Source: an optimization exercise on an open RTL-to-GDS flow (aim: small area and a short achievable clock period). Production flows keep margins and buffers that such runs may drop. Only simulation tests tie the RTL to the original design; equivalence was not proved.

==> try-delta: inputs <==
Design DCT, start of the top module:
module DCT #(parameter horizontal = 1) (
  input wire CLK, input wire RST, input wire i_stb,
  input wire [7:0] i_D0, i_D1, i_D2, i_D3, i_D4, i_D5, i_D6, i_D7,
  output wire o_stb,
  output wire signed [15:0] o_D0, o_D1, o_D2, o_D3, o_D4, o_D5, o_D6, o_D7
);
clock: 8.0 ns
lec_check: 0
abc_clock_period_in_ps: 3000
cap_margin: 20
core_margin: 2
core_utilization: 40
cts_cluster_diameter: 90
cts_cluster_size: 24
place_density: 0.6
setup_slack_margin: 5
slew_margin: 20
synth_hierarchical: 1
synth_minimum_keep_size: 0
standard.sh (not shown) runs the stock make flow with config.mk's settings and CLKGATE_MAP_FILE= SYNTH_SCRIPT=/design/flow/synth_recipe.tcl, a recipe that flattens the netlist after the stock synthesis.
==> flow/flow/run.sh <==
#!/bin/bash
# Own layout flow: the standard layout (standard.sh, standard synthesis unchanged),
# with a tighter setup-repair target and plain buffers on the ports.
# Knobs are set in flow/knobs.txt (one make assignment per line).
set -euo pipefail
here=$(pwd)
python3 - "$here" <<'PY'
import sys, shlex
here = sys.argv[1]
s = open(here + '/standard.sh').read()
knobs = [l.strip() for l in open(here + '/flow/knobs.txt') if l.strip() and not l.startswith('#')]
extra = ' '.join(shlex.quote(k) for k in knobs)
s = s.replace('"${@:-finish}"', extra + ' "${@:-finish}"')
open(here + '/standard_own.sh', 'w').write(s)
PY
bash standard_own.sh > "$here/flow_make.log" 2>&1
==> flow/flow/knobs.txt <==
SETUP_SLACK_MARGIN=5.15
BUFFER_PORTS_ARGS=-buffer_cell sky130_fd_sc_hd__buf_2
==> inputs of try-lagoon, as changes to try-delta <==
Settings changed: CTS_CLUSTER_DIAMETER 90 to not set, CTS_CLUSTER_SIZE 24 to not set.
==> inputs of try-xenon, as changes to try-delta <==
==> flow/flow/knobs.txt (replaced) <==
SETUP_SLACK_MARGIN=5.2
BUFFER_PORTS_ARGS=-buffer_cell sky130_fd_sc_hd__buf_1
==> comparison <==
Final cell count: try-lagoon > try-xenon > try-delta. Worst setup slack: try-delta < try-lagoon < try-xenon. Global-route usage, lowest first: try-delta, try-xenon, try-lagoon. Wire length: try-lagoon > try-xenon > try-delta. Sequential share of layout area, lowest first: try-lagoon, try-xenon, try-delta. Of try-delta and try-lagoon, try-delta has the higher non-clock buffer count (gap 1). Hold slack: try-delta is lower than try-xenon (0.0044 ns). try-delta finished with timing, DRC and antenna clean. try-lagoon ran to the end with no violations. try-xenon went through all stages and came out clean.

* * *

==> inputs of 05-05 <==
DCT, a different RTL version from the one above (not shown whole).
Settings: LEC_CHECK=0, ABC_CLOCK_PERIOD_IN_PS=3000, CAP_MARGIN=20, CORE_MARGIN=2, CORE_UTILIZATION=40, PLACE_DENSITY=0.6, SETUP_SLACK_MARGIN=5, SLEW_MARGIN=20, SYNTH_HIERARCHICAL=1, SYNTH_MINIMUM_KEEP_SIZE=0; clock period 8.0 ns.
==> flow/flow/knobs.txt <==
SETUP_SLACK_MARGIN=5.4
BUFFER_PORTS_ARGS=-buffer_cell sky130_fd_sc_hd__buf_2
Scripts as last shown in full above: flow/flow/run.sh
==> 09-19 (differences from 05-05) <==
==> flow/flow/knobs.txt (replaced) <==
SETUP_SLACK_MARGIN=5.25
BUFFER_PORTS_ARGS=-buffer_cell sky130_fd_sc_hd__buf_2
==> 11-24 (differences from 05-05) <==
==> flow/flow/knobs.txt (replaced) <==
SETUP_SLACK_MARGIN=5.1
BUFFER_PORTS_ARGS=-buffer_cell sky130_fd_sc_hd__buf_2
--- a/flow/config.mk
+++ b/flow/config.mk
@@ -10,4 +10,6 @@
 export CORE_MARGIN = 2
 export CORE_UTILIZATION = 40
+export CTS_CLUSTER_DIAMETER = 90
+export CTS_CLUSTER_SIZE = 24
 export PLACE_DENSITY = 0.6
 export SETUP_SLACK_MARGIN = 5
==> 08-12 (differences from 05-05) <==
==> flow/flow/knobs.txt (replaced) <==
SETUP_SLACK_MARGIN=5.1
BUFFER_PORTS_ARGS=-buffer_cell sky130_fd_sc_hd__buf_2
==> run summary <==
Maximum frequency, lowest first: 11-24, 08-12, 09-19, 05-05. In 08-12 the sequential share of layout area is higher than in 05-05, by 0.99 points. In synthesized area, 08-12 and 09-19 do not differ. Clock skew: 11-24 > 05-05 > 09-19 > 08-12.

[what the ideal ports hide]
No port has a modelled driver above. Below, the same layouts with a new extraction and two added sets of constraints.
Step 1 assumes that a clkbuf_16 drives the clock port and a buf_2 every other input.
Step 2 times the ports against the registers' clock, not the clock port: input delays grow and output delays shrink by t, the midpoint of the rising clock arrivals with the driver on.
Three values: no drivers, after step 1, after step 2; two values: the first two.
run	t (ns)	setup slack, ns	worst setup path at the end	worst slew at a driven data input, ns	cell pins on the clock port's net
try-delta	0.639	5.152 / 5.155 / 4.516	input to register	0.09	1
try-lagoon	0.680	5.176 / 5.176 / 4.521	input to register	0.09	1
try-xenon	0.643	5.186 / 5.169 / 4.525	input to register	0.12	1
05-05	0.674	5.261 / 5.223 / 4.972	input to register	0.07	1
09-19	0.687	5.181 / 5.181 / 4.947	input to register	0.08	1
11-24	0.634	5.143 / 5.143 / 4.861	input to register	0.16	1
08-12	0.684	5.154 / 5.154 / 4.842	input to register	0.15	1
After both steps every run listed still meets setup and hold. The setup slack of try-xenon, which loses most, moves by -0.017 ns with the drivers and by -0.661 ns with both steps.
